Context: an optimization exercise on an open-source flow, tuned for small area. The choices shown serve that exercise and are no tape-out recipe. Only simulation tests tie the RTL to the original design; equivalence was not proved. Power and IR drop assume default switching activity.

**flow/config.mk**
```make
export PLATFORM = sky130hd
export DESIGN_NAME = fdc1772
export DESIGN_NICKNAME = fdc1772
export VERILOG_FILES = /design/flow/design.v
export SDC_FILE = /design/flow/constraint.sdc
export NUM_CORES = 4
export LEC_CHECK = 0
export CAP_MARGIN = 20
export CORE_MARGIN = 2
export CORE_UTILIZATION = 40
export PLACE_DENSITY = 0.6
export SLEW_MARGIN = 20
```
**flow/constraint.sdc**
```tcl
create_clock -name core_clock -period 13.0 [get_ports {clkcpu}]
set_input_delay 2.6000 -clock core_clock [delete_from_list [all_inputs] [get_ports {clkcpu}]]
set_output_delay 2.6000 -clock core_clock [all_outputs]
set_load 0.01 [all_outputs]
```
**flow/design.v**
```verilog
module floppy (
	input        clk,
	input        clk8m_en,
	input        reset,           
	input        select,
	input        motor_on,
	input        step_in,
	input        step_out,
	input        inserted,
	input  [1:0] sector_size_code,
	input        sector_base,     
	input  [5:0] spt,             
	input  [9:0] sector_gap_len,  
	input        hd,
	input        ed,
	input        fm,
	output 	     dclk_en,       
	output [6:0] track,         
	output [5:0] sector,        
	output       sector_hdr,    
	output       sector_data,   
	output       ready,         
	output reg   index
);
parameter CLK_EN = 8000;
assign sector_hdr = (sec_state == SECTOR_STATE_HDR);
assign sector_data = (sec_state == SECTOR_STATE_DATA);
localparam RATESD          = 125000;
localparam RATEDD          = 250000;
localparam RATEHD          = 500000;
localparam RATEED          = 1000000;
localparam RPM             = 300;
localparam STEPBUSY        = 18;     
localparam SPINUP          = 500;    
localparam SPINDOWN        = 300;    
localparam INDEX_PULSE_LEN = 5;      
localparam SECTOR_HDR_LEN  = 6;      
localparam TRACKS          = 85;     
localparam BPTSD = RATESD*60/(8*RPM);
localparam BPTDD = RATEDD*60/(8*RPM);
localparam BPTHD = RATEHD*60/(8*RPM);
localparam BPTED = RATEED*60/(8*RPM);
wire [31:0] DISK_RATE = fm ? RATESD : ed ? RATEED : hd ? RATEHD : RATEDD;
wire [31:0] DISK_BPT  = fm ? BPTSD : ed ? BPTED : hd ? BPTHD : BPTDD;
assign ready = select && (rate == DISK_RATE[19:0]);
localparam INDEX_PULSE_CYCLES = INDEX_PULSE_LEN * CLK_EN;
reg [13:0] index_pulse_cnt;
always @(posedge clk) if(clk8m_en) begin
	if(index_pulse_start && (index_pulse_cnt == INDEX_PULSE_CYCLES-1)) begin
		index <= 1'b0;
		index_pulse_cnt <= 14'd0;
	end else if(index_pulse_cnt == INDEX_PULSE_CYCLES-1)
		index <= 1'b1;
	else
		index_pulse_cnt <= index_pulse_cnt + 1'd1;
	if(reset) begin
		index <= 1'b0;
		index_pulse_cnt <= 14'd0;
	end
end
localparam STEP_BUSY_CLKS = CLK_EN*STEPBUSY;   
assign track = current_track;
reg [6:0] current_track;
reg step_inD;
reg step_outD;
always @(posedge clk) begin
	step_inD <= step_in;
	step_outD <= step_out;
	if(select) begin
		if(step_in && !step_inD) begin
			if(current_track != 0) current_track <= current_track - 7'd1;
		end
		if(step_out && !step_outD) begin
			if(current_track != TRACKS-1) current_track <= current_track + 7'd1;
		end
	end
	if(reset) begin
		step_inD <= 1'b0;
		step_outD <= 1'b0;
		current_track <= 7'd0;
	end
end
assign sector = current_sector;
localparam SECTOR_STATE_GAP  = 2'd0;
localparam SECTOR_STATE_HDR  = 2'd1;
localparam SECTOR_STATE_DATA = 2'd2;
wire [5:0] start_sector = 6'd1;
reg [1:0] sec_state;
reg [9:0] sec_byte_cnt;   
reg [5:0] current_sector;
always @(posedge clk) begin
	if (byte_clk_en) begin
		if(index_pulse_start) begin
			sec_byte_cnt <= sector_gap_len-1'd1;
			sec_state <= SECTOR_STATE_GAP;      
			current_sector <= start_sector;     
		end else begin
			if(sec_byte_cnt == 0) begin
				case(sec_state)
				SECTOR_STATE_GAP: begin
					sec_state <= SECTOR_STATE_HDR;
					sec_byte_cnt <= SECTOR_HDR_LEN[9:0]-1'd1;
				end
				SECTOR_STATE_HDR: begin
					sec_state <= SECTOR_STATE_DATA;
					sec_byte_cnt <= (10'd128 << sector_size_code) - 1'd1;
				end
				SECTOR_STATE_DATA: begin
					sec_state <= SECTOR_STATE_GAP;
					sec_byte_cnt <= sector_gap_len-1'd1;
					if(current_sector == sector_base+spt-1) 
						current_sector <= sector_base;
					else
						current_sector <= sector + 1'd1;
					end
				default:
					sec_state <= SECTOR_STATE_GAP;
				endcase
			end else
				sec_byte_cnt <= sec_byte_cnt - 10'd1;
		end
	end
	if(reset) begin
		sec_state <= SECTOR_STATE_GAP;
		sec_byte_cnt <= 10'd0;
		current_sector <= 6'd1;
	end
end
reg [14:0] byte_cnt;
reg 	   index_pulse_start;
always @(posedge clk) begin
	if (byte_clk_en) begin
		index_pulse_start <= 1'b0;
		if(byte_cnt == (DISK_BPT - 1'd1)) begin
			byte_cnt <= 0;
			index_pulse_start <= 1'b1;
		end else
			byte_cnt <= byte_cnt + 1'd1;
	end
	if(reset) begin
		byte_cnt <= 15'd0;
		index_pulse_start <= 1'b0;
	end
end
assign dclk_en = byte_clk_en;
reg byte_clk_en;
reg [2:0] clk_cnt2;
always @(posedge clk) begin
	byte_clk_en <= 0;
	if (data_clk_en) begin
		clk_cnt2 <= clk_cnt2 + 1'd1;
		if (clk_cnt2 == 3'b011) byte_clk_en <= 1;
	end
	if(reset) begin
		byte_clk_en <= 1'b0;
		clk_cnt2 <= 3'd0;
	end
end
localparam SPIN_UP_CLKS = CLK_EN*SPINUP;
localparam SPIN_DOWN_CLKS = CLK_EN*SPINDOWN;
reg [28:0] spin_up_counter;
wire motor_on_sel = motor_on && select;
reg [19:0] rate;
reg motor_onD;
wire [19:0] DISK_RATE20 = DISK_RATE[19:0];
wire spin_over = motor_on_sel ? (spin_up_counter > SPIN_UP_CLKS/8) : (spin_up_counter > SPIN_DOWN_CLKS/8);
reg [28:0] spin_add;
always @(*) begin
	case ({spin_over, motor_on_sel})
	2'b10:   spin_add = (DISK_RATE[28:0] >> 3) - SPIN_DOWN_CLKS/8;
	2'b11:   spin_add = (DISK_RATE[28:0] >> 3) - SPIN_UP_CLKS/8;
	default: spin_add = DISK_RATE[28:0] >> 3;
	endcase
end
always @(posedge clk) begin
	motor_onD <= motor_on_sel;
	if(motor_onD != motor_on_sel)
		spin_up_counter <= 29'd0;
	else if(clk8m_en) begin
		spin_up_counter <= spin_up_counter + spin_add;
		if(spin_over) begin
			if(motor_on_sel) begin
				if(rate < DISK_RATE20)
					rate <= rate + 20'd1;
			end else begin
				if(rate != 0)
					rate <= rate - 20'd1;
			end
		end
	end
	if(reset) begin
		motor_onD <= 1'b0;
		spin_up_counter <= 29'd0;
		rate <= 20'd0;
	end
end
reg data_clk;
reg data_clk_en;
reg [19:0] clk_cnt;
wire [20:0] clk_sum = clk_cnt + rate;
always @(posedge clk) begin
	data_clk_en <= 0;
	if(clk8m_en) begin
		if(clk_sum > CLK_EN*1000/2) begin
			clk_cnt <= clk_sum - CLK_EN*1000/2;
			data_clk <= !data_clk;
			if (~data_clk) data_clk_en <= 1;
		end else
			clk_cnt <= clk_sum[19:0];
	end
	if(reset) begin
		data_clk <= 1'b0;
		data_clk_en <= 1'b0;
		clk_cnt <= 20'd0;
	end
end
endmodule
module fdc1772 #(
	parameter CLK_EN           = 16'd2000,  
	parameter FD_NUM           = 2,     
	parameter MODEL            = 2,     
	parameter EXT_MOTOR        = 1'b0,  
	parameter INVERT_HEAD_RA   = 1'b0   
) (
	input            clkcpu,  
	input            clk8m_en,
	input      [FD_NUM-1:0] floppy_drive,
	input            floppy_side, 
	input            floppy_reset,
	output           floppy_step,
	input            floppy_motor,
	output           floppy_ready,
	output reg       irq,
	output reg       drq,  
	input      [1:0] cpu_addr,
	input            cpu_sel,
	input            cpu_rw,
	input      [7:0] cpu_din,
	output reg [7:0] cpu_dout,
	input      [2:0] img_type,
	input      [FD_NUM-1:0] img_mounted,  
	input      [FD_NUM-1:0] img_wp,       
	input            img_ds,       
	input     [31:0] img_size,     
	output reg[31:0] sd_lba,
	output reg [FD_NUM-1:0] sd_rd,
	output reg [FD_NUM-1:0] sd_wr,
	input            sd_ack,
	input      [8:0] sd_buff_addr,
	input      [7:0] sd_dout,
	output     [7:0] sd_din,
	input            sd_dout_strobe,
	output     [9:0] fifo_a_addr,   
	output           fifo_a_we,
	input      [7:0] fifo_a_q,
	output     [9:0] fifo_b_addr,   
	output     [7:0] fifo_b_data,
	output           fifo_b_we,
	input      [7:0] fifo_b_q
);
localparam IMG_ARCHIE      = 0;
localparam IMG_ST          = 1;
localparam IMG_BBC         = 2;  
localparam IMG_TI99        = 3;  
localparam IMG_BETA        = 4;  
localparam IMG_PLUSD_IMG   = 5;  
localparam IMG_COCO        = 6;  
localparam W    = FD_NUM - 1;
localparam WIDX = $clog2(FD_NUM);
reg         fdn_doubleside[FD_NUM];
reg         fdn_hd[FD_NUM];
reg         fdn_ed[FD_NUM];
reg         fdn_present[FD_NUM];
reg   [1:0] fdn_cls[FD_NUM];   
reg   [2:0] fdn_type[FD_NUM];
function [5:0] spt_of(input [2:0] t, input hd, input ed, input [1:0] cls);
	reg [5:0] b;
	begin
		b = 6'd9 + {4'd0, cls};
		case (t)
		IMG_ARCHIE:              spt_of = hd ? 6'd10 : 6'd5;
		IMG_ST, IMG_PLUSD_IMG:   spt_of = ed ? (b << 2) : hd ? (b << 1) : b;
		IMG_BBC:                 spt_of = 6'd10;
		IMG_TI99:                spt_of = 6'd9;
		IMG_BETA:                spt_of = 6'd16;
		IMG_COCO:                spt_of = 6'd18;
		default:                 spt_of = 6'd0;
		endcase
	end
endfunction
function [9:0] gap_of(input [2:0] t, input [1:0] cls);
	begin
		case (t)
		IMG_ARCHIE:              gap_of = 10'd220;
		IMG_ST, IMG_PLUSD_IMG:   gap_of = cls == 0 ? 10'd176 : cls == 1 ? 10'd107 : cls == 2 ? 10'd50 : 10'd2;
		IMG_BBC, IMG_TI99,
		IMG_BETA, IMG_COCO:      gap_of = 10'd50;
		default:                 gap_of = 10'd0;
		endcase
	end
endfunction
function [1:0] ssc_of(input [2:0] t);
	begin
		case (t)
		IMG_ARCHIE:              ssc_of = 2'd3;
		IMG_ST, IMG_PLUSD_IMG:   ssc_of = 2'd2;
		IMG_BBC, IMG_TI99,
		IMG_BETA, IMG_COCO:      ssc_of = 2'd1;
		default:                 ssc_of = 2'd0;
		endcase
	end
endfunction
function base_of(input [2:0] t);
	base_of = (t == IMG_ST) || (t == IMG_PLUSD_IMG) || (t == IMG_BETA) || (t == IMG_COCO);
endfunction
function fm_of(input [2:0] t);
	fm_of = (t == IMG_BBC) || (t == IMG_TI99);
endfunction
reg  [12:0] image_sectors;
reg  [12:0] image_sps;  
reg   [1:0] image_cls;  
reg         image_doubleside;
wire        image_hd = img_size[20];  
wire        image_ed = img_size[21];  
always @(*) begin
	image_sps = 0;
	image_cls = 2'd0;
	image_sectors = img_size[21:9];
	case (img_type)
	IMG_ARCHIE: begin
		image_doubleside = 1'b1;
	end
	IMG_ST, IMG_PLUSD_IMG: begin
		image_doubleside = 1'b0;
		image_sps = image_sectors;
		if (image_sectors > (85*12)) begin
			image_doubleside = 1'b1;
			image_sps = image_sectors >> 1'b1;
		end
		if (image_ed) image_sps = image_sps >> 2'd2; else
		if (image_hd) image_sps = image_sps >> 1'd1;
		case (image_sps)
			711,720,729,738,747,756,765   : image_cls = 2'd0;
			790,800,810,820,830,840,850   : image_cls = 2'd1;
			948,960,972,984,996,1008,1020 : image_cls = 2'd3;
			default : image_cls = 2'd2;
		endcase;
	end
	IMG_BBC, IMG_TI99, IMG_BETA, IMG_COCO: begin
		image_doubleside = img_ds;
	end
	default: begin
		image_doubleside = 0;
	end
	endcase
end
reg   [3:0] lba_o;
reg   [2:0] lba_sh;
wire  [1:0] fd_cls = fdn_cls[fdn];
wire        fd_hd  = fdn_hd[fdn];
wire        fd_ed  = fdn_ed[fdn];
always @(*) begin
	lba_o = 4'd1;
	lba_sh = 3'd0;
	case (fd_type)
	IMG_ARCHIE: begin lba_o = 4'd5; lba_sh = {2'b00, fd_hd}; end
	IMG_ST, IMG_PLUSD_IMG: begin
		case (fd_cls)
		2'd0: begin lba_o = 4'd9;  lba_sh = 3'd0; end
		2'd1: begin lba_o = 4'd5;  lba_sh = 3'd1; end
		2'd2: begin lba_o = 4'd11; lba_sh = 3'd0; end
		2'd3: begin lba_o = 4'd3;  lba_sh = 3'd2; end
		endcase
		if (fd_ed) lba_sh = lba_sh + 3'd2; else
		if (fd_hd) lba_sh = lba_sh + 3'd1;
	end
	IMG_BBC:  begin lba_o = 4'd5; lba_sh = 3'd1; end
	IMG_TI99: begin lba_o = 4'd9; lba_sh = 3'd0; end
	IMG_BETA: begin lba_o = 4'd1; lba_sh = 3'd4; end
	IMG_COCO: begin lba_o = 4'd9; lba_sh = 3'd1; end
	default:  begin lba_o = 4'd1; lba_sh = 3'd0; end
	endcase
end
wire        lba_plusd = (fd_type == IMG_PLUSD_IMG);
wire        lba_ti99  = (fd_type == IMG_TI99);
wire  [6:0] lba_trk   = lba_ti99 ? (floppy_side ? {1'b0, track[5:0]} : 7'd79 - {1'b0, track[5:0]}) : track[6:0];
wire [10:0] lba_mo    = {4'd0, lba_trk} + (lba_o[1] ? {3'd0, lba_trk, 1'b0} : 11'd0) +
                        (lba_o[2] ? {2'd0, lba_trk, 2'b00} : lba_o[3] ? {1'd0, lba_trk, 3'b000} : 11'd0);
wire  [2:0] lba_shift = lba_sh + {2'b00, fd_doubleside & !lba_plusd & !lba_ti99};
wire [13:0] lba_prod  = {3'd0, lba_mo} << lba_shift;
wire  [9:0] lba_add   = lba_plusd ? (floppy_side ? 10'd0 : 10'd800) :
                        (lba_ti99 || floppy_side) ? 10'd0 : {4'd0, fd_spt};
wire        lba_dec   = (fd_type == IMG_ST) || lba_plusd || (fd_type == IMG_BETA) || (fd_type == IMG_COCO);
wire [13:0] lba_sum   = lba_prod + {4'd0, lba_add} + {8'd0, sector[5:0]};
wire [14:0] lba_q     = {1'b0, lba_sum} - {14'd0, lba_dec};
wire [31:0] lba_q32   = {{17{lba_q[14]}}, lba_q};
always @(*) begin
	case (fd_type)
	IMG_ARCHIE:    sd_lba = {lba_q32[30:0], s_odd};
	IMG_ST,
	IMG_PLUSD_IMG: sd_lba = lba_q32;
	IMG_BBC,
	IMG_TI99,
	IMG_BETA,
	IMG_COCO:      sd_lba = {1'b0, lba_q32[31:1]};
	default:       sd_lba = 0;
	endcase
end
always @(posedge clkcpu) begin
	reg [W:0] img_mountedD;
	integer i;
	img_mountedD <= img_mounted;
	for(i = 0; i < FD_NUM; i = i+1'd1) begin
		if (~img_mountedD[i] && img_mounted[i]) begin
			fdn_present[i] <= |img_size;
			fdn_cls[i] <= image_cls;
			fdn_doubleside[i] <= image_doubleside;
			fdn_hd[i] <= image_hd;
			fdn_ed[i] <= image_ed;
			fdn_type[i] <= img_type;
		end
	end
end
reg cpu_selD;
reg cpu_rwD;
always @(posedge clkcpu) begin
	cpu_rwD <= cpu_sel & ~cpu_rw;
	cpu_selD <= cpu_sel;
	if(!floppy_reset) begin
		cpu_rwD <= 1'b0;
		cpu_selD <= 1'b0;
	end
end
wire cpu_we = cpu_sel & ~cpu_rw & ~cpu_rwD;
reg irq_set;
reg cpu_rw_cmdstatus;
always @(posedge clkcpu)
  cpu_rw_cmdstatus <= floppy_reset && ~cpu_selD && cpu_sel && cpu_addr == FDC_REG_CMDSTATUS;
wire irq_clr = !floppy_reset || cpu_rw_cmdstatus;
always @(posedge clkcpu) begin
	if(irq_clr) irq <= 1'b0;
	else if(irq_set) irq <= 1'b1;
end
reg drq_set;
reg cpu_rw_data;
always @(posedge clkcpu)
	cpu_rw_data <= floppy_reset && ~cpu_selD && cpu_sel && cpu_addr == FDC_REG_DATA;
wire drq_clr = !floppy_reset || cpu_rw_data;
always @(posedge clkcpu) begin
	if(drq_clr) drq <= 1'b0;
	else if(drq_set) drq <= 1'b1;
end
wire       fdn_index[FD_NUM];
wire       fdn_ready[FD_NUM];
wire [6:0] fdn_track[FD_NUM];
wire [5:0] fdn_sector[FD_NUM];
wire       fdn_sector_hdr[FD_NUM];
wire       fdn_sector_data[FD_NUM];
wire       fdn_dclk[FD_NUM];
generate
	genvar i;
	for(i=0; i < FD_NUM; i = i+1) begin :fdd
		floppy #(.CLK_EN(CLK_EN)) floppy
		(
			.clk         ( clkcpu             ),
			.clk8m_en    ( clk8m_en           ),
			.reset       ( !floppy_reset      ),
			.select      ( fd_any && fdn == i ),
			.motor_on    ( fd_motor           ),
			.step_in     ( step_in            ),
			.step_out    ( step_out           ),
			.inserted    ( fdn_present[i]     ),
			.sector_size_code ( ssc_of(fdn_type[i]) ),
			.spt         ( spt_of(fdn_type[i], fdn_hd[i], fdn_ed[i], fdn_cls[i]) ),
			.sector_gap_len ( gap_of(fdn_type[i], fdn_cls[i]) ),
			.sector_base ( base_of(fdn_type[i]) ),
			.hd          ( fdn_hd[i]          ),
			.ed          ( fdn_ed[i]          ),
			.fm          ( fm_of(fdn_type[i]) ),
			.dclk_en     ( fdn_dclk[i]        ),
			.track       ( fdn_track[i]       ),
			.sector      ( fdn_sector[i]      ),
			.sector_hdr  ( fdn_sector_hdr[i]  ),
			.sector_data ( fdn_sector_data[i] ),
			.ready       ( fdn_ready[i]       ),
			.index       ( fdn_index[i]       )
		);
	end
endgenerate
reg [WIDX:0] fdn;
always @(*) begin
	integer i;
	fdn = 0;
	for(i = FD_NUM-1; i >= 0; i = i - 1) if(!floppy_drive[i]) fdn = i[WIDX:0];
end
wire        fd_any         = ~&floppy_drive;
wire        fd_index       = fd_any ? fdn_index[fdn]       : 1'b0;
wire        fd_ready       = fd_any ? fdn_ready[fdn]       : 1'b0;
wire  [6:0] fd_track       = fd_any ? fdn_track[fdn]       : 7'd0;
wire  [5:0] fd_sector      = fd_any ? fdn_sector[fdn]      : 5'd0;
wire        fd_sector_hdr  = fd_any ? fdn_sector_hdr[fdn]  : 1'b0;
wire        fd_dclk_en     = fd_any ? fdn_dclk[fdn]        : 1'b0;
wire        fd_present     = fd_any ? fdn_present[fdn]     : 1'b0;
wire        fd_writeprot   = fd_any ? img_wp[fdn]          : 1'b1;
wire        fd_doubleside  = fdn_doubleside[fdn];
wire  [2:0] fd_type        = fdn_type[fdn];
wire  [5:0] fd_spt         = spt_of(fd_type, fdn_hd[fdn], fdn_ed[fdn], fdn_cls[fdn]);
wire  [1:0] fd_sector_size_code = ssc_of(fd_type);
wire [10:0] fd_sector_size = 11'd128 << fd_sector_size_code;
wire        fd_sector_base = base_of(fd_type);
assign floppy_ready = fd_ready && fd_present;
localparam MOTOR_IDLE_COUNTER = 4'd10;
reg [3:0] motor_timeout_index;
reg indexD;
reg busy;
reg step_in, step_out;
reg [2:0] motor_spin_up_sequence;
wire fd_motor = EXT_MOTOR ? floppy_motor : motor_on;
wire motor_spin_up_done = (!motor_on) || (motor_on && (motor_spin_up_sequence == 0));
localparam STEP_PULSE_LEN = 16'd1;
localparam STEP_PULSE_CLKS = STEP_PULSE_LEN * CLK_EN;
reg [20:0] tmr;
reg        tmr_pulse;
reg  [1:0] tmr_rs;
wire [20:0] step_rest_clk =
           (tmr_rs==2'b00)               ? (16'd6 *CLK_EN-16'd1-STEP_PULSE_CLKS):    
           (tmr_rs==2'b01)               ? (16'd12*CLK_EN-16'd1-STEP_PULSE_CLKS):    
           (MODEL == 2 && tmr_rs==2'b10) ? (16'd2 *CLK_EN-16'd1-STEP_PULSE_CLKS):    
           (tmr_rs==2'b10)               ? (16'd20*CLK_EN-16'd1-STEP_PULSE_CLKS):    
           (MODEL == 2)                  ? (16'd3 *CLK_EN-16'd1-STEP_PULSE_CLKS):    
                                           (16'd30*CLK_EN-16'd1-STEP_PULSE_CLKS);    
assign floppy_step = step_in | step_out;
wire tmr_zero = (tmr == 0);
wire step_pulse_done = !tmr_pulse || tmr_zero;
wire tmr_idle = !tmr_pulse && tmr_zero;
wire fd_track0 = (fd_track == 0);
reg [7:0] step_to;
reg RNF;
reg sector_inc_strobe;
reg track_inc_strobe;
reg track_dec_strobe;
reg track_clear_strobe;
always @(posedge clkcpu) begin
	reg [1:0] seek_state;
	reg notready_wait;
	reg sector_not_found;
	reg irq_at_index;
	reg [1:0] data_transfer_state;
	sector_inc_strobe <= 1'b0;
	track_inc_strobe <= 1'b0;
	track_dec_strobe <= 1'b0;
	track_clear_strobe <= 1'b0;
	irq_set <= 1'b0;
	if(!floppy_reset) begin
		motor_on <= 1'b0;
		busy <= 1'b0;
		step_in <= 1'b0;
		step_out <= 1'b0;
		sd_card_read <= 0;
		sd_card_write <= 0;
		data_transfer_start <= 1'b0;
		seek_state <= 0;
		notready_wait <= 1'b0;
		sector_not_found <= 1'b0;
		irq_at_index <= 1'b0;
		data_transfer_state <= 2'b00;
		RNF <= 1'b0;
		motor_spin_up_sequence <= 3'd0;
		motor_timeout_index <= 4'd0;
		tmr <= 21'd0;
		tmr_pulse <= 1'b0;
		tmr_rs <= 2'd0;
		step_dir <= 1'b0;
		indexD <= 1'b0;
	end else if (clk8m_en) begin
		sd_card_read <= 0;
		sd_card_write <= 0;
		data_transfer_start <= 1'b0;
		if(step_pulse_done) begin
			step_in <= 1'b0;
			step_out <= 1'b0;
		end
		if(tmr_pulse && tmr_zero) begin
			tmr_pulse <= 1'b0;
			tmr <= step_rest_clk;
		end else if(!tmr_zero)
			tmr <= tmr - 21'd1;
		if(cmd_rx) begin
			busy <= 1'b1;
			notready_wait <= 1'b0;
			sector_not_found <= 1'b0;
			data_transfer_state <= 2'b00;
			if(cmd_type_1 || cmd_type_2 || cmd_type_3) begin
				RNF <= 1'b0;
				motor_on <= 1'b1;
				if (!motor_on && !cmd[3]) motor_spin_up_sequence <= 6;    
			end
			if(cmd_type_4) begin
				busy <= 1'b0;
				if(cmd[3]) irq_set <= 1'b1;
				if(cmd[3:2] == 2'b01) irq_at_index <= 1'b1;
				if (!busy) motor_on <= 1'b1;
			end
		end
		if(busy && motor_spin_up_done && tmr_idle) begin
			if(cmd_type_1) begin
				if(!fd_present) begin
					if (!notready_wait) begin
						tmr <= 16'd6*CLK_EN;
						notready_wait <= 1'b1;
					end else begin
						RNF <= 1'b1;
						busy <= 1'b0;
						irq_set <= 1'b1;  
					end
				end else
				case (seek_state)
				0: begin
					if(cmd[7:4] == 4'b0000) begin
						if (fd_track0) begin
							track_clear_strobe <= 1'b1;
							seek_state <= 2;
						end else begin
							step_dir <= 1'b1;
							seek_state <= 1;
						end
					end
					if(cmd[7:4] == 4'b0001) begin
						if (track == step_to) seek_state <= 2;
						else begin
							step_dir <= (step_to < track);
							seek_state <= 1;
						end
					end
					if(cmd[7:5] == 3'b001) seek_state <= 1;
					if(cmd[7:5] == 3'b010) begin
						step_dir <= 1'b0;
						seek_state <= 1;
					end
					if(cmd[7:5] == 3'b011) begin
						step_dir <= 1'b1;
						seek_state <= 1;
					end
				   end
				1: begin
					if (step_dir)
						step_in <= 1'b1;
					else
						step_out <= 1'b1;
					if( (!cmd[6] && !cmd[5]) || ((cmd[6] || cmd[5]) && cmd[4]))
						if (step_dir)
							track_dec_strobe <= 1'b1;
						else
							track_inc_strobe <= 1'b1;
					tmr <= STEP_PULSE_CLKS - 1'd1;
					tmr_pulse <= 1'b1;
					tmr_rs <= cmd[1:0];
					seek_state <= (!cmd[6] && !cmd[5]) ? 0 : 2;  
				   end
				2: begin
					if (cmd[2]) begin
						tmr <= 16'd3*CLK_EN;  
					end
					seek_state <= 3;
				   end
				3: begin
					busy <= 1'b0;
					irq_set <= 1'b1;  
					seek_state <= 0;
				   end
				endcase
			end  
			if(cmd_type_2) begin
				if(!fd_present) begin
					if (!notready_wait) begin
						tmr <= 16'd6*CLK_EN;
						notready_wait <= 1'b1;
					end else begin
						RNF <= 1'b1;
						busy <= 1'b0;
						irq_set <= 1'b1;  
					end
				end else if (sector_not_found) begin
					busy <= 1'b0;
					irq_set <= 1'b1;  
					RNF <= 1'b1;
				end else if (cmd[2] && !notready_wait) begin
					tmr <= 16'd15*CLK_EN;
					notready_wait <= 1'b1;
				end else begin
					if(cmd[7:5] == 3'b100) begin
						if ((sector - fd_sector_base) >= fd_spt) begin
							sector_not_found <= 1'b1;
							tmr <= 24'd1000 * CLK_EN;
						end else if (sd_state == SD_IDLE) begin
							case (data_transfer_state)
							2'b00: if (fifo_cpuptr == 0) begin
								sd_card_read <= 1;
								data_transfer_state <= 2'b01;
							end
							2'b01: begin
								if(fd_ready && fd_sector_hdr && (fd_sector == sector)) data_transfer_start <= 1'b1;
								if(data_transfer_done) begin
									data_transfer_state <= 2'b00;
									if (cmd[4]) sector_inc_strobe <= 1'b1;  
									else begin
										busy <= 1'b0;
										irq_set <= 1'b1;  
									end
								end
							end
							default :;
							endcase
						end
					end
					if(cmd[7:5] == 3'b101) begin
						if ((sector - fd_sector_base) >= fd_spt) begin
							sector_not_found <= 1'b1;
							tmr <= 24'd1000 * CLK_EN;
						end else if (sd_state == SD_IDLE) begin
							case (data_transfer_state)
							2'b00: begin
									if (fd_sector_size_code < 2) sd_card_read <= 1;
									data_transfer_state <= 2'b10;
								end
							2'b10: begin
								if (fifo_cpuptr == 0 && fd_ready && fd_sector_hdr && (fd_sector == sector)) data_transfer_start <= 1'b1;
								if (data_transfer_done) begin
									sd_card_write <= 1;
									data_transfer_state <= 2'b11;
								end
							end
							2'b11: begin
								data_transfer_state <= 2'b00;
								if (cmd[4]) sector_inc_strobe <= 1'b1;  
								else begin
									busy <= 1'b0;
									irq_set <= 1'b1;  
								end
							end
							default: ;
							endcase
						end
					end
				end
			end
			if(cmd_type_3) begin
				if(!fd_present) begin
					RNF <= 1'b1;
					busy <= 1'b0; 
					irq_set <= 1'b1;  
				end else begin
					if(cmd[7:4] == 4'b1110) begin
						busy <= 1'b0;
						irq_set <= 1'b1;  
					end
					if(cmd[7:4] == 4'b1111) begin
						busy <= 1'b0;
						irq_set <= 1'b1;  
					end
					if(cmd[7:4] == 4'b1100) begin
						if(fd_ready && fd_sector_hdr)
							data_transfer_start <= 1'b1;
						if(data_transfer_done) begin
							busy <= 1'b0;
							irq_set <= 1'b1;  
						end
					end
				end
			end
		end
		indexD <= fd_index;
		if(indexD && !fd_index) begin
			irq_at_index <= 1'b0;
			if (irq_at_index) irq_set <= 1'b1;
			if(!busy && motor_spin_up_done) begin
				if(motor_timeout_index != 0)
					motor_timeout_index <= motor_timeout_index - 4'd1;
				else if(motor_on)
					motor_timeout_index <= MOTOR_IDLE_COUNTER;
				if(motor_timeout_index == 1)
					motor_on <= 1'b0;
			end
			if(motor_spin_up_sequence != 0)
				motor_spin_up_sequence <= motor_spin_up_sequence - 3'd1;
		end
		if(busy) motor_timeout_index <= 0;
	end
end
reg data_transfer_start;
reg data_transfer_done;
reg  [10:0] fifo_cpuptr;
reg  [9:0] fifo_cpuptr_adj;
wire [7:0] fifo_q;
reg        s_odd;  
reg  [9:0] fifo_sdptr;
always @(*) begin
	if (fd_sector_size_code == 3)
		fifo_sdptr = { s_odd, sd_buff_addr };
	else
		fifo_sdptr = { 1'b0, sd_buff_addr };
	if (fd_sector_size_code == 1)
		fifo_cpuptr_adj = { 1'b0, (fd_spt[0] & (track[0] ^ !floppy_side)) ^ sector[0] ^ fd_sector_base, fifo_cpuptr[7:0] };
	else
		fifo_cpuptr_adj = fifo_cpuptr[9:0];
end
assign fifo_a_addr = fifo_sdptr;
assign fifo_a_we   = sd_dout_strobe & sd_ack;
assign sd_din      = fifo_a_q;
assign fifo_b_addr = fifo_cpuptr_adj;
assign fifo_b_data = data_in;
assign fifo_b_we   = data_in_strobe;
assign fifo_q      = fifo_b_q;
localparam SD_IDLE = 0;
localparam SD_READ = 1;
localparam SD_WRITE = 2;
reg [1:0] sd_state;
reg       sd_card_write;
reg       sd_card_read;
always @(posedge clkcpu) begin
	reg sd_ackD;
	reg sd_card_readD;
	reg sd_card_writeD;
	sd_card_readD <= sd_card_read;
	sd_card_writeD <= sd_card_write;
	sd_ackD <= sd_ack;
	if (sd_ack) {sd_rd, sd_wr} <= 0;
	case (sd_state)
	SD_IDLE:
	begin
		s_odd <= 1'b0;
		if (~sd_card_readD & sd_card_read) begin
			sd_rd[fdn] <= 1;
			sd_state <= SD_READ;
		end
		else if (~sd_card_writeD & sd_card_write) begin
			sd_wr[fdn] <= 1;
			sd_state <= SD_WRITE;
		end
	end
	SD_READ:
	if (sd_ackD & ~sd_ack) begin
		if (s_odd || fd_sector_size_code != 3) begin
			sd_state <= SD_IDLE;
		end else begin
			s_odd <= 1;
			sd_rd[fdn] <= 1;
		end
	end
	SD_WRITE:
	if (sd_ackD & ~sd_ack) begin
		if (s_odd || fd_sector_size_code != 3) begin
			sd_state <= SD_IDLE;
		end else begin
			s_odd <= 1;
			sd_wr[fdn] <= 1;
		end
	end
	default: ;
	endcase
	if(!floppy_reset) begin
		sd_ackD <= 1'b0;
		sd_card_readD <= 1'b0;
		sd_card_writeD <= 1'b0;
		sd_rd <= 0;
		sd_wr <= 0;
		sd_state <= SD_IDLE;
		s_odd <= 1'b0;
	end
end
reg data_in_strobe;
reg data_in_valid;
function [15:0] crc;
	input [15:0] curcrc;
	input  [7:0] val;
	reg    [3:0] i;
	begin
		crc = {curcrc[15:8] ^ val, 8'h00};
		for (i = 0; i < 8; i=i+1'd1) begin
			if(crc[15]) begin
				crc = crc << 1;
				crc = crc ^ 16'h1021;
			end
			else crc = crc << 1;
		end
		crc = {curcrc[7:0] ^ crc[15:8], crc[7:0]};
	end
endfunction
always @(posedge clkcpu) begin
	reg        data_transfer_startD;
	reg [10:0] data_transfer_cnt;
	reg [15:0] crcval;
	reg        crc_en;
	crc_en <= 0;
	if(crc_en) crcval <= crc(crcval, data_out);
	if (cpu_we && cpu_addr == FDC_REG_DATA) begin
		data_out <= data_in;
		data_in_valid <= 1;
	end
	if(cmd_rx || sector_inc_strobe) begin
		data_in_valid <= 0;
		data_transfer_cnt <= 0;
		fifo_cpuptr <= 0;
	end
	drq_set <= 1'b0;
	if (clk8m_en) data_transfer_done <= 0;
	data_transfer_startD <= data_transfer_start;
	if(~data_transfer_startD & data_transfer_start) begin
		if(cmd[7:4] == 4'b1100) begin
			crcval <= 16'hB230;
			data_transfer_cnt <= 11'd6+11'd1;
		end
		if(cmd[7:6] == 2'b10)
			data_transfer_cnt <= fd_sector_size + 1'd1;
		if(cmd[7:5] == 3'b101) drq_set <= !data_in_valid;
	end
	data_in_strobe <= 1'b0;
	if(cmd[7:5] == 3'b101 && data_in_strobe) fifo_cpuptr <= fifo_cpuptr + 1'd1;
	if(fd_dclk_en) begin
		if(data_transfer_cnt != 0) begin
			if(data_transfer_cnt != 1) begin
				data_lost <= 1'b0;
				if (drq) data_lost <= 1'b1;
				if (cmd[7:5] != 3'b101 || data_transfer_cnt != 2) drq_set <= 1'b1;
				if(cmd[7:4] == 4'b1100) begin
					case(data_transfer_cnt)
						7: begin data_out <= fd_track; crc_en <= 1; end
						6: begin data_out <= { 7'b0000000, (INVERT_HEAD_RA != 0) ^ floppy_side }; crc_en <= 1; end
						5: begin data_out <= fd_sector; crc_en <= 1; end
						4: begin data_out <= fd_sector_size_code[1:0]; crc_en <= 1; end  
						3: data_out <= crcval[15:8];
						2: data_out <= crcval[7:0];
					endcase  
				end
				if(cmd[7:5] == 3'b100 && fifo_cpuptr != fd_sector_size) begin
					data_out <= fifo_q;
					fifo_cpuptr <= fifo_cpuptr + 1'd1;
				end
				if(cmd[7:5] == 3'b101 && fifo_cpuptr != fd_sector_size) begin
					data_in_strobe <= 1;
					data_in_valid <= 0;
				end
			end
			data_transfer_cnt <= data_transfer_cnt - 11'd1;
			if(data_transfer_cnt == 1)
				data_transfer_done <= 1'b1;
		end
	end
	if(!floppy_reset) begin
		crc_en <= 1'b0;
		crcval <= 16'd0;
		data_out <= 8'd0;
		data_in_valid <= 1'b0;
		data_transfer_cnt <= 11'd0;
		fifo_cpuptr <= 11'd0;
		drq_set <= 1'b0;
		data_transfer_done <= 1'b0;
		data_transfer_startD <= 1'b0;
		data_in_strobe <= 1'b0;
		data_lost <= 1'b0;
	end
end
wire [7:0] status = { (MODEL == 1 || MODEL == 3) ? !floppy_ready : motor_on,
		      (cmd[7:5] == 3'b101 || cmd[7:4] == 4'b1111 || cmd_type_1) && fd_writeprot,  
		      cmd_type_1?motor_spin_up_done:1'b0,   
		      RNF,                                  
		      1'b0,                                 
		      (cmd_type_1 | cmd_type_4)?fd_track0:data_lost,  
		      (cmd_type_1 | cmd_type_4)?~fd_index:drq,        
		      busy }  ;
reg [7:0] track;
reg [7:0] sector;
reg [7:0] data_in;
reg [7:0] data_out;
reg step_dir;
reg motor_on;
reg data_lost;
reg [7:0] cmd;
wire cmd_type_1 = (cmd[7] == 1'b0);
wire cmd_type_2 = (cmd[7:6] == 2'b10);
wire cmd_type_3 = (cmd[7:5] == 3'b111) || (cmd[7:4] == 4'b1100);
wire cmd_type_4 = (cmd[7:4] == 4'b1101);
localparam FDC_REG_CMDSTATUS    = 0;
localparam FDC_REG_TRACK        = 1;
localparam FDC_REG_SECTOR       = 2;
localparam FDC_REG_DATA         = 3;
always @(*) begin
	cpu_dout = 8'h00;
	if(cpu_sel && cpu_rw) begin
		case(cpu_addr)
			FDC_REG_CMDSTATUS: cpu_dout = status;
			FDC_REG_TRACK:     cpu_dout = track;
			FDC_REG_SECTOR:    cpu_dout = sector;
			FDC_REG_DATA:      cpu_dout = data_out;
		endcase
	end
end
reg cmd_rx;
reg cmd_rx_i;
always @(posedge clkcpu) begin
	if(!floppy_reset) begin
		cmd <= 8'h00;
		track <= 8'h00;
		sector <= 8'h00;
		step_to <= 8'h00;
		data_in <= 8'h00;
		cmd_rx_i <= 1'b0;
		cmd_rx <= 1'b0;
	end else begin
		cmd_rx <= cmd_rx_i;
		if((!cmd_type_4 && busy) || (clk8m_en && cmd_type_4 && !busy)) cmd_rx_i <= 1'b0;
		if(cpu_we) begin
			if(cpu_addr == FDC_REG_CMDSTATUS) begin        
				cmd <= cpu_din;
				cmd_rx_i <= 1'b1;
				if(cpu_din[7:4] == 4'b0000) begin                
					step_to <= 8'd0;
					track <= 8'hff;
				end
				if(cpu_din[7:4] == 4'b0001) begin                
					step_to <= data_in;
				end
				if(cpu_din[7:5] == 3'b001) begin                 
				end
				if(cpu_din[7:5] == 3'b010) begin                 
				end
				if(cpu_din[7:5] == 3'b011) begin                 
				end
				if(cpu_din[7:5] == 3'b100) begin                 
				end
				if(cpu_din[7:5] == 3'b101) begin                 
				end
				if(cpu_din[7:4] == 4'b1100) begin                
				end
				if(cpu_din[7:4] == 4'b1110) begin                
				end
				if(cpu_din[7:4] == 4'b1111) begin                
				end
				if(cpu_din[7:4] == 4'b1101) begin                
				end
			end
			if(cpu_addr == FDC_REG_TRACK)                     
				track <= cpu_din;
			if(cpu_addr == FDC_REG_SECTOR)                    
				sector <= cpu_din;
			if(cpu_addr == FDC_REG_DATA) begin                
				data_in <= cpu_din;
			end
		end
		if (sector_inc_strobe) sector <= sector + 1'd1;
		if (track_inc_strobe) track <= track + 1'd1;
		if (track_dec_strobe) track <= track - 1'd1;
		if (track_clear_strobe) track <= 8'd0;
	end
end
endmodule
```
**flow/run.sh**
```bash
#!/bin/bash
# synth_recipe.tcl (not shown) runs the flow's synth.tcl, then flattens the netlist and writes it again
# the make line also repeats each setting of config.mk as NAME=value (left out here)
make -C /OpenROAD-flow-scripts/flow DESIGN_CONFIG=/design/flow/config.mk WORK_HOME=/design/flow/orfs CLKGATE_MAP_FILE= SYNTH_SCRIPT=/design/flow/synth_recipe.tcl finish
```
==> reports/qor.yml, run 1 <==
sta:
  finalHoldViolations: 0
  worst_pin_slew_ns: 1.13
  rsz0062_at_grt: "false"
  relSlewSlack_pct: 24.1
  clock-skew-final_ns: 0.0394
  max_freq_mhz: 80.8
  finalSetupViolCount: 0
  drv_slew: 0
  finalCriticalPeriod_ns: 12.38
  tns_ns: 0
  finalCritPeriodShare_pct: 95.2
place:
  gp_congestion: 0.914
  placed_area_mm2: 0.0397
  port_buffers: 136
  hpwl_um: 81400
pwr:
  comb_power_share_pct: 47.7
  seqPwrFrac_pct: 27.5
  leakage_uw: 0.0167
  finalPower_uw: 6450
  p_per_area_mw_per_mm2: 154
  p_switching_uw: 2580
  swShare_pct: 40.1
  power.internal_uw: 3870
  p_clk_share_pct: 24.7
  ir_drop_mv: 0.112
synthesis:
  postSynthAreaPerCell_um2: 7.63
  yosys.area.top_type: "dfxtp_1"
  postSynthCellCount: 4864
  ys_ff_latch: 450
  netlist_area_mm2: 0.0371
  syn_nets: 5275
  synth_warnings: 14
  async_reset_ff_share_pct: 0
  yosysSeqAreaShare_pct: 25.6
  synth_edf_count: 48
  yosys.area.top_type_share_pct: 21.7
  ys_types: 112
  synth_ff_type: "dfxtp_1"
  synthTopCellsByArea: "dfxtp_1 22%, ha_1 10%, nor2_1 6.2%"
floorplan:
  initial_core_util_pct: 40.4
  coreArea_mm2: 0.0918
  die_w_um: 309
  rows: 111
  dieArea_mm2: 0.0952
  io_pins: 180
  die_h_um: 309
drt:
  drcViolationCount: 0
  drtIter0Drc: 2630
  drt_pass1_iterations: 6
  vias: 35500
  finalWirelength_um: 110000
  wl_per_cell_um: 17.7
  via_per_inst: 5.72
  ant_nets: 0
cells_and_area:
  drive_gt1_share_pct: 6.62
  fin_nets: 5321
  n_fill_cell: 9234
  final_core_utilization_pct: 45.5
  syn_to_final_growth_pct: 12.6
  multi_input_area_mm2: 0.0259
  design_area_mm2: 0.0418
  regArea_mm2: 0.00949
  antennaDiodeCount: 0
global_route:
  grt_max_degree: 82
  grt_pass1_vias: 33100
  grt_pass1_wl_um: 177000
  antenna_found_initial: 2
  grt-ovfl-total: 0
  grtUsageTotal_pct: 22.4
setup_path:
  worst_ep_required_time_ns: 10.40
  crit_type: "input pin to output port"
  cp-start-kind: "input pin"
  cp-end-kind: "output port"
  cp_slowest_cell: "clkdlybuf4s50_1"
  max_stage_delay_ns: 0.59
  cp_max_fo: 5
  crit_arrival_ns: 9.78
clocking:
  tritoncts: "yes"
  clkSinkCount: 450
  clk_pin_slew_worst_paths_ns: 0.06
  cts-buffers-inserted: 54
  clockBufferDepth: 3
  ctsRootBufferMaster: "clkbuf_16"
  insertion_delay_ns: 0.64
  htreeDepth: 2
flow_run:
  drv_cap: 0
status:
  status: "complete, no violations"
min_path:
  min_path_type: "flop to flop"
-- cell type report --
type / count / area share [%]
Sequential cell: 450 / 22.7
Inverter: 207 / 1.88
Tap cell: 1243 / 3.72
Clock buffer: 76 / 3.82
Clock inverter: 25 / 0.671
Multi-Input combinational cell: 3956 / 62.0
Timing Repair Buffer: 241 / 5.20
-- per-stage QoR --
step / hold slack (ns) / std cells / setup slack, ns
after floorplan: 0.373 / 4864 / 0.201
after global placement: 0.376 / 6095 / -0.0125
after detailed placement: 0.381 / 6095 / -0.0827
after CTS: 0.388 / 6196 / 0.0811
after global routing: 0.404 / 6198 / 0.0862
final: 0.385 / 6198 / 0.621
-- worst paths after layout --
path | slack (ns) | cells past startpoint | to | from
worst max-delay path | 0.62 | 33 | sd_lba[12] | floppy_drive[0]
worst min-delay path | 0.39 | 1 | irq | cpu_rw_cmdstatus
worst max register to register | 6.15 | 27 | fdd[1].floppy.spin_up_counter[27] | fdn_type[1][1]
worst min register to register | 0.39 | 1 | irq | cpu_rw_cmdstatus
-- Yosys cell counts (all sizes together) (13+ instances only) --
cell type / instances
nor2: 618
nand2: 447
a21oi: 416
dfxtp: 402
o21ai: 310
ha: 296
inv: 205
clkbuf: 177
xnor2: 174
nor3: 152
nand3: 134
mux2i: 125
xor2: 121
a21o: 75
buf: 74
a31oi: 68
a211oi: 64
nand4: 62
and3: 57
nor2b: 56
nand2b: 55
nor4: 54
edfxtp: 48
or3: 46
o21a: 44
and2: 39
o31ai: 37
o211ai: 34
o22ai: 30
or2: 30
a22oi: 26
or4: 24
nand3b: 23
fa: 21
o221ai: 19
o21bai: 18
a221oi: 17
nand4b: 17
nor4b: 17
a2111oi: 16
a211o: 16
nor3b: 16
a311oi: 14
o2111ai: 14
mux2: 13
-- critical path, delay by kind of cell --
kind                     cells  cell delay, ns
multiplexers                 2            0.64
XOR/XNOR                     3            0.54
AO/OA/AOI/OAI               10            2.08
buffers and inverters        6            1.15
adder cells (fa/ha/maj)      5            1.60
AND/OR/NAND/NOR              7            1.17
-- sequential cells by signal, indices dropped and copies added (netlist names), 14 cells and up, named ones only --
name and cells:
fdd.floppy.spin_up_counter 58, tmr 21, fdd.floppy.clk_cnt 40, fdd.floppy.rate 40
fdd.floppy.byte_cnt 30, fdd.floppy.sec_byte_cnt 20, fdd.floppy.index_pulse_cnt 28, fdd.floppy.current_track 14
-- repair_timing --
item                       CTS  global route
setup endpoints to repair   20            25
hold buffers                 0             0
gates resized for setup      2            33
pin swaps                    0             3
buffers inserted             0             2
-- power by group through the flow --
stage          combinational (µW)  clock [µW]  sequential [µW]
2_1_floorplan                2450           0             1720
5_1_grt                      3490        1690             1800
4_1_cts                      3060        1640             1780
3_3_place_gp                 3010           0             1800
3_5_place_dp                 3040           0             1800
6_report                     3080        1600             1780
-- placed cells by master (no fill, tap or decap), types with 132 or more instances in the layout --
master and count:
nor2_1 616, nand2_1 446, a21oi_1 415, dfxtp_1 402, ha_1 294, o21ai_0 283, inv_1 202, xnor2_1 171
nor3_1 147, nand3_1 134, clkdlybuf4s50_1 132
-- routing by layer --
| metal | vias to the layer above | share of wire [%] | GRT usage [%] |
|---|---|---|---|
| li1 | 17700 | - | - |
| met1 | 16800 | 47 | 30.2 |
| met2 | 821 | 46 | 37.5 |
| met3 | 173 | 4.4 | 2.44 |
| met4 | 4 | 3.0 | 7.07 |
| met5 | - | 0.024 | 0 |
-- kinds of logic (layout without fill, tap and decap cells) --
family	count (synthesis)	after routing	share of synthesized area, %
buffers and inverters	458	549	5.14
adder cells (fa/ha/maj)	317	317	11.1
flip-flops	450	450	25.6
multiplexers	143	143	4.11
AO/OA/AOI/OAI	1333	1333	22.8
AND/OR/NAND/NOR	1867	1867	24.2
XOR/XNOR	296	296	7.08
==> inputs of run 2 (changes only) <==
--- a/flow/design.v
+++ b/flow/design.v
@@ -7,9 +7,8 @@
 	input        step_in,
 	input        step_out,
-	input        inserted,
 	input  [1:0] sector_size_code,
 	input        sector_base,     
-	input  [5:0] spt,             
-	input  [9:0] sector_gap_len,  
+	input  [6:0] sector_last,     
+	input  [9:0] sector_gap_m1,   
 	input        hd,
 	input        ed,
@@ -19,11 +18,8 @@
 	output [5:0] sector,        
 	output       sector_hdr,    
-	output       sector_data,   
 	output       ready,         
 	output reg   index
 );
 parameter CLK_EN = 8000;
-assign sector_hdr = (sec_state == SECTOR_STATE_HDR);
-assign sector_data = (sec_state == SECTOR_STATE_DATA);
 localparam RATESD          = 125000;
 localparam RATEDD          = 250000;
@@ -31,5 +27,4 @@
 localparam RATEED          = 1000000;
 localparam RPM             = 300;
-localparam STEPBUSY        = 18;     
 localparam SPINUP          = 500;    
 localparam SPINDOWN        = 300;    
@@ -41,17 +36,18 @@
 localparam BPTHD = RATEHD*60/(8*RPM);
 localparam BPTED = RATEED*60/(8*RPM);
-wire [31:0] DISK_RATE = fm ? RATESD : ed ? RATEED : hd ? RATEHD : RATEDD;
-wire [31:0] DISK_BPT  = fm ? BPTSD : ed ? BPTED : hd ? BPTHD : BPTDD;
-assign ready = select && (rate == DISK_RATE[19:0]);
+wire [19:0] rate_max = fm ? RATESD : ed ? RATEED : hd ? RATEHD : RATEDD;
+wire [14:0] bpt_m1   = fm ? BPTSD-1 : ed ? BPTED-1 : hd ? BPTHD-1 : BPTDD-1;
+assign ready = select && (rate == rate_max);
 localparam INDEX_PULSE_CYCLES = INDEX_PULSE_LEN * CLK_EN;
-reg [13:0] index_pulse_cnt;
+reg [13:0] index_pulse_cnt;   
+wire index_pulse_end = (index_pulse_cnt == INDEX_PULSE_CYCLES-1);
 always @(posedge clk) if(clk8m_en) begin
-	if(index_pulse_start && (index_pulse_cnt == INDEX_PULSE_CYCLES-1)) begin
+	if(index_pulse_start && index_pulse_end) begin
 		index <= 1'b0;
 		index_pulse_cnt <= 14'd0;
-	end else if(index_pulse_cnt == INDEX_PULSE_CYCLES-1)
+	end else if(index_pulse_end)
 		index <= 1'b1;
 	else
-		index_pulse_cnt <= index_pulse_cnt + 1'd1;
+		index_pulse_cnt <= index_pulse_cnt + 14'd1;
 	if(reset) begin
 		index <= 1'b0;
@@ -59,5 +55,4 @@
 	end
 end
-localparam STEP_BUSY_CLKS = CLK_EN*STEPBUSY;   
 assign track = current_track;
 reg [6:0] current_track;
@@ -89,8 +84,18 @@
 reg [9:0] sec_byte_cnt;   
 reg [5:0] current_sector;
+assign sector_hdr = (sec_state == SECTOR_STATE_HDR);
+reg [9:0] sec_len_m1;
+always @(*) begin
+	case (sector_size_code)
+	2'd0: sec_len_m1 = 10'd127;
+	2'd1: sec_len_m1 = 10'd255;
+	2'd2: sec_len_m1 = 10'd511;
+	2'd3: sec_len_m1 = 10'd1023;
+	endcase
+end
 always @(posedge clk) begin
 	if (byte_clk_en) begin
 		if(index_pulse_start) begin
-			sec_byte_cnt <= sector_gap_len-1'd1;
+			sec_byte_cnt <= sector_gap_m1;
 			sec_state <= SECTOR_STATE_GAP;      
 			current_sector <= start_sector;     
@@ -100,17 +105,17 @@
 				SECTOR_STATE_GAP: begin
 					sec_state <= SECTOR_STATE_HDR;
-					sec_byte_cnt <= SECTOR_HDR_LEN[9:0]-1'd1;
+					sec_byte_cnt <= SECTOR_HDR_LEN[9:0]-10'd1;
 				end
 				SECTOR_STATE_HDR: begin
 					sec_state <= SECTOR_STATE_DATA;
-					sec_byte_cnt <= (10'd128 << sector_size_code) - 1'd1;
+					sec_byte_cnt <= sec_len_m1;
 				end
 				SECTOR_STATE_DATA: begin
 					sec_state <= SECTOR_STATE_GAP;
-					sec_byte_cnt <= sector_gap_len-1'd1;
-					if(current_sector == sector_base+spt-1) 
-						current_sector <= sector_base;
+					sec_byte_cnt <= sector_gap_m1;
+					if({1'b0, current_sector} == sector_last)
+						current_sector <= {5'd0, sector_base};
 					else
-						current_sector <= sector + 1'd1;
+						current_sector <= current_sector + 6'd1;
 					end
 				default:
@@ -132,9 +137,9 @@
 	if (byte_clk_en) begin
 		index_pulse_start <= 1'b0;
-		if(byte_cnt == (DISK_BPT - 1'd1)) begin
+		if(byte_cnt == bpt_m1) begin
 			byte_cnt <= 0;
 			index_pulse_start <= 1'b1;
 		end else
-			byte_cnt <= byte_cnt + 1'd1;
+			byte_cnt <= byte_cnt + 15'd1;
 	end
 	if(reset) begin
@@ -159,61 +164,98 @@
 localparam SPIN_UP_CLKS = CLK_EN*SPINUP;
 localparam SPIN_DOWN_CLKS = CLK_EN*SPINDOWN;
-reg [28:0] spin_up_counter;
+localparam SPIN_UNIT = 25000;
+localparam [5:0] SPIN_UP_Q   = SPIN_UP_CLKS/SPIN_UNIT;     
+localparam [5:0] SPIN_DOWN_Q = SPIN_DOWN_CLKS/SPIN_UNIT;   
+localparam [17:0] WRAP_Q = (33'd1 << 32) / SPIN_UNIT;     
+localparam [11:0] WRAP_R = ((33'd1 << 32) % SPIN_UNIT) / 8;  
+localparam [11:0] UNIT_R = SPIN_UNIT / 8;                  
+reg [17:0] spin_q;
+reg [11:0] spin_r;
 wire motor_on_sel = motor_on && select;
 reg [19:0] rate;
 reg motor_onD;
-wire [19:0] DISK_RATE20 = DISK_RATE[19:0];
-wire spin_over = motor_on_sel ? (spin_up_counter > SPIN_UP_CLKS/8) : (spin_up_counter > SPIN_DOWN_CLKS/8);
-reg [28:0] spin_add;
-always @(*) begin
-	case ({spin_over, motor_on_sel})
-	2'b10:   spin_add = (DISK_RATE[28:0] >> 3) - SPIN_DOWN_CLKS/8;
-	2'b11:   spin_add = (DISK_RATE[28:0] >> 3) - SPIN_UP_CLKS/8;
-	default: spin_add = DISK_RATE[28:0] >> 3;
-	endcase
-end
+wire [5:0] rate_q = fm ? RATESD/SPIN_UNIT : ed ? RATEED/SPIN_UNIT : hd ? RATEHD/SPIN_UNIT : RATEDD/SPIN_UNIT;
+wire [5:0] spin_lim = motor_on_sel ? SPIN_UP_Q : SPIN_DOWN_Q;
+wire spin_q_hi = |spin_q[17:6];
+wire spin_over = spin_q_hi || (spin_q[5:0] > spin_lim) || ((spin_q[5:0] == spin_lim) && (spin_r != 0));
+wire [6:0] spin_step = {1'b0, rate_q} - (spin_over ? {1'b0, spin_lim} : 7'd0);
+wire [17:0] spin_qn;
+floppy_rca #(18) spin_add (.a(spin_q), .b({{11{spin_step[6]}}, spin_step}), .ci(1'b0), .s(spin_qn), .co());
+wire spin_r_hi = (spin_r >= WRAP_R);
+wire spin_wrap = (spin_qn > WRAP_Q) || ((spin_qn == WRAP_Q) && spin_r_hi);
+wire [11:0] spin_rn;
+floppy_rca #(12) spin_radd (.a(spin_r), .b(spin_r_hi ? -WRAP_R : UNIT_R - WRAP_R), .ci(1'b0), .s(spin_rn), .co());
+wire [5:0] spin_qw = spin_qn[5:0] - WRAP_Q[5:0] - {5'd0, !spin_r_hi};
+wire rate_dn = !motor_on_sel;
+wire rate_ge_max;
+floppy_rca #(20) rate_cmp (.a(rate), .b(~rate_max), .ci(1'b1), .s(), .co(rate_ge_max));
+wire rate_step = spin_over && (motor_on_sel ? !rate_ge_max : (rate != 0));
+wire [19:0] rate_next;
+floppy_rca #(20) rate_add (.a(rate), .b({{19{rate_dn}}, 1'b1}), .ci(1'b0), .s(rate_next), .co());
 always @(posedge clk) begin
 	motor_onD <= motor_on_sel;
-	if(motor_onD != motor_on_sel)
-		spin_up_counter <= 29'd0;
-	else if(clk8m_en) begin
-		spin_up_counter <= spin_up_counter + spin_add;
-		if(spin_over) begin
-			if(motor_on_sel) begin
-				if(rate < DISK_RATE20)
-					rate <= rate + 20'd1;
-			end else begin
-				if(rate != 0)
-					rate <= rate - 20'd1;
-			end
-		end
+	if(motor_onD != motor_on_sel) begin
+		spin_q <= 18'd0;
+		spin_r <= 12'd0;
+	end else if(clk8m_en) begin
+		if (spin_wrap) begin
+			spin_q <= {12'd0, spin_qw};
+			spin_r <= spin_rn;
+		end else
+			spin_q <= spin_qn;
+		if(rate_step)
+			rate <= rate_next;
 	end
 	if(reset) begin
 		motor_onD <= 1'b0;
-		spin_up_counter <= 29'd0;
+		spin_q <= 18'd0;
+		spin_r <= 12'd0;
 		rate <= 20'd0;
 	end
 end
+localparam [20:0] CLK_HALF = CLK_EN*1000/2;
+localparam [20:0] CLK_OFS = CLK_HALF + 21'd1;
 reg data_clk;
 reg data_clk_en;
-reg [19:0] clk_cnt;
-wire [20:0] clk_sum = clk_cnt + rate;
+reg [20:0] clk_ofs;
+wire [20:0] clk_sum;
+wire [20:0] clk_sub;
+floppy_rca #(21) clk_add_rate (.a(clk_ofs), .b({1'b0, rate}), .ci(1'b0), .s(clk_sum), .co());
+floppy_rca #(21) clk_add_half (.a(clk_sum), .b(~CLK_HALF), .ci(1'b1), .s(clk_sub), .co());
 always @(posedge clk) begin
 	data_clk_en <= 0;
 	if(clk8m_en) begin
-		if(clk_sum > CLK_EN*1000/2) begin
-			clk_cnt <= clk_sum - CLK_EN*1000/2;
+		if(!clk_sum[20]) begin
+			clk_ofs <= clk_sub;
 			data_clk <= !data_clk;
 			if (~data_clk) data_clk_en <= 1;
 		end else
-			clk_cnt <= clk_sum[19:0];
+			clk_ofs <= clk_sum;
 	end
 	if(reset) begin
 		data_clk <= 1'b0;
 		data_clk_en <= 1'b0;
-		clk_cnt <= 20'd0;
+		clk_ofs <= -CLK_OFS;
 	end
 end
 endmodule
+module floppy_rca #(parameter W = 8) (
+	input  [W-1:0] a,
+	input  [W-1:0] b,
+	input          ci,
+	output [W-1:0] s,
+	output         co
+);
+	wire [W:0] c;
+	assign c[0] = ci;
+	genvar k;
+	generate
+		for (k = 0; k < W; k = k + 1) begin : bits
+			assign s[k] = a[k] ^ b[k] ^ c[k];
+			assign c[k+1] = (a[k] & b[k]) | (c[k] & (a[k] ^ b[k]));
+		end
+	endgenerate
+	assign co = c[W];
+endmodule
 module fdc1772 #(
 	parameter CLK_EN           = 16'd2000,  
@@ -317,4 +359,14 @@
 	fm_of = (t == IMG_BBC) || (t == IMG_TI99);
 endfunction
+function [6:0] last_of(input [2:0] t, input hd, input ed, input [1:0] cls);
+	reg [5:0] n;
+	reg       b;
+	begin
+		n = spt_of(t, hd, ed, cls);
+		b = base_of(t);
+		if (n == 0 && !b) last_of = 7'h40;
+		else last_of = {1'b0, n + {5'd0, b} - 6'd1};
+	end
+endfunction
 reg  [12:0] image_sectors;
 reg  [12:0] image_sps;  
@@ -470,8 +522,7 @@
 			.step_in     ( step_in            ),
 			.step_out    ( step_out           ),
-			.inserted    ( fdn_present[i]     ),
 			.sector_size_code ( ssc_of(fdn_type[i]) ),
-			.spt         ( spt_of(fdn_type[i], fdn_hd[i], fdn_ed[i], fdn_cls[i]) ),
-			.sector_gap_len ( gap_of(fdn_type[i], fdn_cls[i]) ),
+			.sector_last ( last_of(fdn_type[i], fdn_hd[i], fdn_ed[i], fdn_cls[i]) ),
+			.sector_gap_m1 ( gap_of(fdn_type[i], fdn_cls[i]) - 10'd1 ),
 			.sector_base ( base_of(fdn_type[i]) ),
 			.hd          ( fdn_hd[i]          ),
@@ -482,5 +533,4 @@
 			.sector      ( fdn_sector[i]      ),
 			.sector_hdr  ( fdn_sector_hdr[i]  ),
-			.sector_data ( fdn_sector_data[i] ),
 			.ready       ( fdn_ready[i]       ),
 			.index       ( fdn_index[i]       )
--- a/flow/config.mk
+++ b/flow/config.mk
@@ -9,4 +9,7 @@
 export CORE_MARGIN = 2
 export CORE_UTILIZATION = 40
+export CTS_BUF_LIST = sky130_fd_sc_hd__clkbuf_8
+export CTS_CLUSTER_DIAMETER = 60
+export CTS_CLUSTER_SIZE = 16
 export PLACE_DENSITY = 0.6
 export SLEW_MARGIN = 20
==> run 2 against run 1 <==
Critical endpoint is now sd_lba[24]; sequential cell count up 4; clock skew increased by 0.0030 ns; final cell count is 15% lower; sequential share of layout area grew 3.3 points; wire length is 17% lower; critical path type unchanged; clock-buffer cell count fell by 24; non-clock buffer count down 43.
==> reports/qor.yml, run 2 <==
synthesis:
  synth_common_cells: "455 x nor2_1, 406 x dfxtp_1, 397 x nand2_1"
  netlist_area_mm2: 0.0335  # -9.6%
  postSynthCellCount: 4164  # -14%
  yosysSeqAreaShare_pct: 28.5  # +3.0 points
  postSynthAreaPerCell_um2: 8.05  # +5.6%
  yosysMostFrequentCell: "nor2_1"
  yosys.area.top_type_share_pct: 24.2  # +2.6 points
  ys_ff_latch: 454  # +0.89%
  yosys.area.top_type: "dfxtp_1"
  synthTopCellsByArea: "dfxtp_1 24%, ha_1 8.0%, fa_1 7.0%"
  synth_edf_count: 48  # unchanged
  ys_types: 97  # -13%
  synth_warnings: 14  # unchanged
  syn_nets: 4591  # -13%
  synth_ff_type: "dfxtp_1"
  async_reset_ff_share_pct: 0  # unchanged
setup_path:
  crit_arrival_ns: 9.99  # +0.21 ns
  r2r_slack_ns: 3.07  # -3.08 ns
  max_stage_delay_ns: 0.57  # -0.02 ns
  cp-end-kind: "output port"
  worst_ep_required_time_ns: 10.40  # about the same
  cp_common_cell: "fa_1"
  startpoint: "floppy_drive[1]"
  cp-start-kind: "input pin"
  cp_max_fo: 16  # +11
  crit_type: "input pin to output port"
  cp_slowest_cell: "clkdlybuf4s50_1"
  reg2reg_from: "fdd[1].floppy.rate[0]"
floorplan:
  die_h_um: 294  # -4.9%
  initial_core_util_pct: 40.3  # -0.16 points
  io_pins: 180  # unchanged
  die_w_um: 294  # -4.9%
  coreArea_mm2: 0.0833  # -9.3%
  rows: 106  # -4.5%
  dieArea_mm2: 0.0861  # -9.5%
cells_and_area:
  syn_to_final_growth_pct: 9.86
  mostFrequentLayoutCells: "454 x nor2_1, 406 x dfxtp_1, 395 x nand2_1"
  largest_reg_flops: 42  # -28%
  reg_top3: "fdd.floppy.clk_ofs: 42 flops, fdd.floppy.rate: 40 flops, fdd.floppy.spin_q: 36 flops"
  regMostFlops: "fdd.floppy.clk_ofs"
  drive_gt1_share_pct: 5.73  # -0.89 points
  n_fill_cell: 8383  # -9.2%
  fin_nets: 4590  # -14%
  final_cells: 5286  # -15%
  layout_commonest_cell: "nor2_1"
  design_area_mm2: 0.0368  # -12%
drt:
  wl_per_cell_um: 17.3  # -2.3%
  drt_pass1_iterations: 6  # unchanged
  vias: 29500  # -17%
  via_per_inst: 5.59  # -2.3%
  ant_nets: 0  # unchanged
  finalWirelength_um: 91600  # -17%
  drtIter0Drc: 2082  # -21%
  drcViolationCount: 0  # unchanged
place:
  hpwl_um: 66800  # -18%
  gp_congestion: 0.919  # +0.51%
  placed_area_mm2: 0.0355  # -11%
  port_buffers: 136  # unchanged
  place_inst: 5184  # -15%
sta:
  tns_ns: 0  # unchanged
  worst_pin_slew_ns: 1.03  # -0.0991 ns
  finalSetupViolCount: 0  # unchanged
  relSlewSlack_pct: 31.5  # +7.4 points
  finalHoldViolations: 0  # unchanged
  drv_slew: 0  # unchanged
  finalCritPeriodShare_pct: 96.8  # +1.6 points
  finalCriticalPeriod_ns: 12.59  # +0.207 ns
  clock-skew-final_ns: 0.0424  # +0.00300 ns
  max_freq_mhz: 79.5  # -1.6%
global_route:
  grtUsageTotal_pct: 20.9  # -1.6 points
  antenna_found_initial: 1  # -1
  grt_pass1_vias: 27600  # -17%
  grt_max_degree: 86  # +4.9%
  grt-ovfl-total: 0  # unchanged
  grt_pass1_wl_um: 149000  # -16%
clocking:
  cts-buffers-inserted: 50  # -7.4%
  tritoncts: "yes"
  clockBufferDepth: 3  # unchanged
  ctsRootBufferMaster: "clkbuf_8"
  htreeDepth: 2  # unchanged
  insertion_delay_ns: 0.71  # +0.07 ns
  clk_pin_slew_worst_paths_ns: 0.10  # +0.04 ns
  clkSinkCount: 454  # +0.89%
pwr:
  power.internal_uw: 3300  # -15%
  p_clk_share_pct: 20.1  # -4.6 points
  swShare_pct: 41.4  # +1.3 points
  ir_drop_mv: 0.121  # +7.7%
  comb_power_share_pct: 48.9  # +1.2 points
  leakage_uw: 0.0143  # -14%
  p_switching_uw: 2330  # -10%
  p_per_area_mw_per_mm2: 153  # -1.2%
  seqPwrFrac_pct: 30.9  # +3.4 points
flow_run:
  drv_cap: 0  # unchanged
min_path:
  min_path_type: "flop to flop"
  hp-start: "cpu_rw_cmdstatus"
status:
  status: "complete, no violations"
-- run 2: final cells by class --
cell class	count	area, µm²	share of cell area (%)
sequential	454	9570	26.0
tap	1080	1350	3.67
antenna	1	2.50	0.00679
inverter	312	1180	3.19
multi-input combinational	3147	21700	59.0
timing repair buffer	198	1850	5.01
clock buffer	52	716	1.94
clock inverter	42	438	1.19
-- run 2: final timing paths --
path | endpoint | cells after the start
worst max-delay path | sd_lba[24] | 29
worst min-delay path | irq | 1
worst max register to register | fdd[1].floppy.clk_ofs[12] | 29
worst min register to register | irq | 1
-- run 2: metal layers --
metal / GRT usage (%) / part of all wire (%) / up-vias
li1: - / - / 14700
met1: 29.0 / 47 / 14000
met2: 33.9 / 45 / 728
met3: 2.24 / 5.2 / 153
met4: 6.65 / 2.9 / 0
met5: 0 / 0 / -
-- run 2: kinds of logic after synthesis --
family	Yosys count	share of synthesized area (%)
mux	120	3.89
fa+ha+maj	333	15.1
simple gates	1528	21.9
xor+xnor	196	5.14
compound gates	970	18.6
flops	454	28.5
buf+inv	563	6.89
-- run 2: worst max-delay path: cells and delay by family --
family                   cells  cell delay (ns)
adder cells (fa/ha/maj)      4             1.86
buffers and inverters        7             1.70
AO/OA/AOI/OAI                9             1.57
AND/OR/NAND/NOR              5             1.49
XOR/XNOR                     2             0.38
multiplexers                 2             0.36
-- run 2: timing repair --
item	in CTS	in global routing
setup buffers	0	7
resized for setup	0	8
hold buffers	0	0
endpoints found under the setup margin	0	23
-- run 2: power groups by stage --
stage	clock, µW	sequential [µW]	combinational, µW
2_1_floorplan	0	1720	2200
3_5_place_dp	0	1770	2760
4_1_cts	1170	1740	2780
6_report	1130	1740	2750
3_3_place_gp	0	1770	2690
5_1_grt	1220	1770	3220
-- run 2: per-stage QoR --
stage	power, µW	hold WS (ns)	utilization, %	worst slack [ns]
after floorplan	3920	0.373	-	0.847
after global placement	4460	0.378	42.7	0.197
after detailed placement	4530	0.386	42.7	0.106
after CTS	5690	0.406	44.0	0.102
after global routing	6210	0.437	44.2	-0.00343
final	5620	0.404	44.2	0.414

-- static timing again, ports no longer ideal --
No port has a modelled driver above. Below, the same layouts with a new extraction and two added sets of constraints.
Step 1 (the two cells are an assumption about what drives the block):
set clk [get_ports {clkcpu}]
set_driving_cell -lib_cell sky130_fd_sc_hd__clkbuf_16 $clk
set_driving_cell -lib_cell sky130_fd_sc_hd__buf_2 [delete_from_list [all_inputs] $clk]
Step 2 moves the port delays by t, midway between the first and last clock arrival at a register: inputs arrive t later, outputs are due t later. That takes back most of the time a late clock gives input paths.
a / b / c = ideal / step 1 / step 2; a / b = the first two.
| run | t, ns | setup slack, ns | cell pins on the clock port's net |
|---|---|---|---|
| run 1 | 0.689 | 0.621 / 0.546 / 0.546 | 1 |
| run 2 | 0.745 | 0.414 / 0.350 / 0.310 | 1 |
After both steps every run listed still meets setup and hold. The setup slack of run 2, which loses most, moves by -0.064 ns with the drivers and by -0.104 ns with both steps.
